From an optimization exercise on the open Yosys and OpenROAD flow, aimed at small area, a short achievable clock period and few clock cycles per item; shortcuts taken in it are not production practice.
Only simulation tests tie the RTL to the original design; equivalence was not proved.

v30:
// SNN
module SNN(
	input clk,
	input rst_n,
	input in_valid,
	input [7:0] img,
	input [7:0] ker,
	input [7:0] weight,
	output reg out_valid,
	output reg [9:0] out_data
);
clock: 15.0 ns
lec_check: 0
cap_margin: 20
core_margin: 2
core_utilization: 55
slew_margin: 20
synth_hierarchical: 1
standard.sh (not shown) runs the stock make flow with config.mk's settings and CLKGATE_MAP_FILE= SYNTH_SCRIPT=/design/flow/synth_recipe.tcl, a recipe that flattens the netlist after the stock synthesis.
==> flow/flow/run.sh <==
#!/bin/bash
set -euo pipefail
export BUFFER_PORTS_ARGS="-buffer_cell sky130_fd_sc_hd__buf_4"
export SETUP_SLACK_MARGIN=11
bash standard.sh > standard_flow.log 2>&1
v30 finished every step from synthesis to the final layout, and the layout passed the timing, design-rule and antenna checks.
Testbench counts of v30, summed over its fixed seeds: cycles 25,920, items 320.
## Diff of input files: v4 against v30
==> flow/flow/run.sh <==
#!/bin/bash
set -euo pipefail
export BUFFER_PORTS_ARGS="-buffer_cell sky130_fd_sc_hd__buf_4"
export SETUP_SLACK_MARGIN=10.6
bash standard.sh > standard_flow.log 2>&1
==> comparison <==
v4: flow completed, timing, DRC and antenna clean. v4 — relative area change from synthesis to final layout 4.9 points lower, v30 as reference. A master of the slowest instance on the critical path of fa_2 is what v30 shows, while dfxtp_1 belongs to v4. Summary of v4 over v30: number of global-route vias before repair went down.
diff inputs: v4 => v45
==> flow/run.sh (new file) <==
#!/bin/bash
# synth_recipe.tcl (not shown) runs the flow's synth.tcl, then flattens the netlist and writes it again
# the make line also repeats each setting of config.mk as NAME=value (left out here)
make -C /OpenROAD-flow-scripts/flow DESIGN_CONFIG=/design/flow/config.mk WORK_HOME=/design/flow/orfs CLKGATE_MAP_FILE= SYNTH_SCRIPT=/design/flow/synth_recipe.tcl finish
removed: flow/flow/run.sh
removed: flow/standard.sh
Results
- v45: flow completed, timing, DRC and antenna clean
- Re routed wire length: v45 is 0.80% up on v4.
- Re first-iteration DRC count: v4 and v45 aren't equal, and the lower value belongs to v45.
- On clock skew: between v4 and v45, it ends up lower for v4.
- Side by side, global-route usage turned out higher in v45 than in v4.
- Against v4, v45 comes in 0.19 ns lower on setup slack of the critical path after layout.

---

Setup of main:
Another version of the RTL of SNN (not shown whole).
Size: roughly 2800 cells after synthesis, ~38 I/O pins, ~33000 um2 of cells after synthesis.
// SNN
module SNN(
	input clk,
	input rst_n,
	input in_valid,
	input [7:0] img,
	input [7:0] ker,
	input [7:0] weight,
	output reg out_valid,
	output reg [9:0] out_data
);
export LEC_CHECK = 0
export CAP_MARGIN = 20
export CORE_MARGIN = 2
export CORE_UTILIZATION = 55
export CTS_BUF_LIST = sky130_fd_sc_hd__clkbuf_8 sky130_fd_sc_hd__clkbuf_16
export CTS_CLUSTER_DIAMETER = 80
export CTS_CLUSTER_SIZE = 25
export SLEW_MARGIN = 20
export SYNTH_HIERARCHICAL = 1
create_clock -name core_clock -period 15.0 [get_ports {clk}]
==> flow/flow/run.sh <==
#!/bin/bash
set -euo pipefail
export BUFFER_PORTS_ARGS="-buffer_cell sky130_fd_sc_hd__buf_4"
export SETUP_SLACK_MARGIN=11.05
export CTS_ARGS="-sink_clustering_enable -repair_clock_nets -dont_use_dummy_load -sink_clustering_size 25 -sink_clustering_max_diameter 80 -buf_list {sky130_fd_sc_hd__clkbuf_8 sky130_fd_sc_hd__clkbuf_16}"
bash standard.sh > standard_flow.log 2>&1
Both conditions hold for main: the flow ran to the end and the final layout passed the timing, design-rule and antenna checks.
Testbench counts of main, summed over its fixed seeds: cycles 25,920, items 320.
Here is what was changed in the inputs of the feature branch compared with main.
--- a/flow/flow/run.sh
+++ b/flow/flow/run.sh
@@ -3,3 +3,3 @@
 export BUFFER_PORTS_ARGS="-buffer_cell sky130_fd_sc_hd__buf_4"
-export SETUP_SLACK_MARGIN=11.05
+export SETUP_SLACK_MARGIN=10.85
 export CTS_ARGS="-sink_clustering_enable -repair_clock_nets -dont_use_dummy_load -sink_clustering_size 25 -sink_clustering_max_diameter 80 -buf_list {sky130_fd_sc_hd__clkbuf_8 sky130_fd_sc_hd__clkbuf_16}"
--- a/flow/config.mk
+++ b/flow/config.mk
@@ -9,3 +9,3 @@
 export CORE_MARGIN = 2
-export CORE_UTILIZATION = 55
+export CORE_UTILIZATION = 45
 export CTS_BUF_LIST = sky130_fd_sc_hd__clkbuf_8 sky130_fd_sc_hd__clkbuf_16
Results
- Per the comparison of the feature branch with main, H-tree depth rose 1; share of the clock period used by the worst path after layout fell by 0.25 points; global-route wire length before repair fell about 4%.
- The feature branch — average vias per placed instance about 5% lower, main as reference
- Sort main and the feature branch by source-to-sink clock delay at the later pin of the worst-skew pair, ascending, and the feature branch comes first.
- Relative to main, the worst setup slack of the feature branch is higher by 37 ps.
- main -> the feature branch: overall die area increased by more than 10%

---

SNN again, from the RTL that the note above started with.
Settings: LEC_CHECK=0, CAP_MARGIN=20, CORE_MARGIN=2, CORE_UTILIZATION=55, CTS_BUF_LIST=sky130_fd_sc_hd__clkbuf_8 sky130_fd_sc_hd__clkbuf_16, CTS_CLUSTER_DIAMETER=80, CTS_CLUSTER_SIZE=25, SLEW_MARGIN=20, SYNTH_HIERARCHICAL=1; clock period 15.0 ns.
run.sh (not shown) runs the stock make flow with config.mk's settings and CLKGATE_MAP_FILE= SYNTH_SCRIPT=/design/flow/synth_recipe.tcl, a recipe that flattens the netlist after the stock synthesis.
Stock flow here: none of the scripts above is used.
Testbench counts at the start, summed over its fixed seeds: cycles 25,920, items 320.
Rerun with:
==> flow/flow/run.sh (new file) <==
#!/bin/bash
set -euo pipefail
export BUFFER_PORTS_ARGS="-buffer_cell sky130_fd_sc_hd__buf_4"
export SETUP_SLACK_MARGIN=10.85
export CTS_ARGS="-sink_clustering_enable -repair_clock_nets -dont_use_dummy_load -sink_clustering_size 25 -sink_clustering_max_diameter 80 -buf_list {sky130_fd_sc_hd__clkbuf_8 sky130_fd_sc_hd__clkbuf_16}"
bash standard.sh > standard_flow.log 2>&1
==> flow/standard.sh (new file) <==
#!/bin/bash
# synth_recipe.tcl (not shown) runs the flow's synth.tcl, then flattens the netlist and writes it again
# the make line also repeats each setting of config.mk as NAME=value (left out here)
make -C /OpenROAD-flow-scripts/flow DESIGN_CONFIG=/design/flow/config.mk WORK_HOME=/design/flow/orfs CLKGATE_MAP_FILE= SYNTH_SCRIPT=/design/flow/synth_recipe.tcl "${@:-finish}"
removed: flow/run.sh
Effect: Die area is unchanged; core utilization goes up by 0.13 points; design area is about the same.

-- afterwards: timing with drivers on the ports --
The flow's constraints put no driver on any port. The routed layouts listed below were extracted and timed again, unchanged, in two steps. Step 1 assumes that a clkbuf_16 drives the clock port and a buf_2 every other input. Step 2 adds t to the input delays and takes it off the output delays; t is the mean of the earliest and latest rising clock arrival at the registers after step 1. Input paths then give back, and output paths get back, about the clock's delay inside the block. Three values: ideal ports, drivers, drivers and shift; two values: the first two.
| run | t, ns | setup slack, ns | hold WS [ns] | worst slew at a driven data input, ns | pins driven straight from the clock port |
|---|---|---|---|---|---|
| v30 | 0.669 | 10.835 / 10.835 / 10.835 | 0.325 / 0.325 / 0.325 | 0.07 | 1 |
| v4 | 0.669 | 10.689 / 10.689 / 10.689 | 0.312 / 0.312 / 0.312 | 0.06 | 1 |
| v45 | 0.659 | 10.495 / 10.440 / 10.495 | 0.305 / 0.305 / 0.305 | 0.06 | 1 |
| main | 0.656 | 10.870 / 10.839 / 10.870 | 0.317 / 0.317 / 0.317 | 0.05 | 1 |
| the feature branch | 0.611 | 10.907 / 10.846 / 10.907 | 0.273 / 0.273 / 0.273 | 0.03 | 1 |
| the first run of note 3 | 0.683 | 10.479 / 10.417 / 10.568 | 0.328 / 0.328 / 0.328 | 0.04 | 1 |
| the second run of note 3 | 0.614 | 10.908 / 10.842 / 10.934 | 0.284 / 0.284 / 0.284 | 0.04 | 1 |
After both steps every run listed still meets setup and hold.
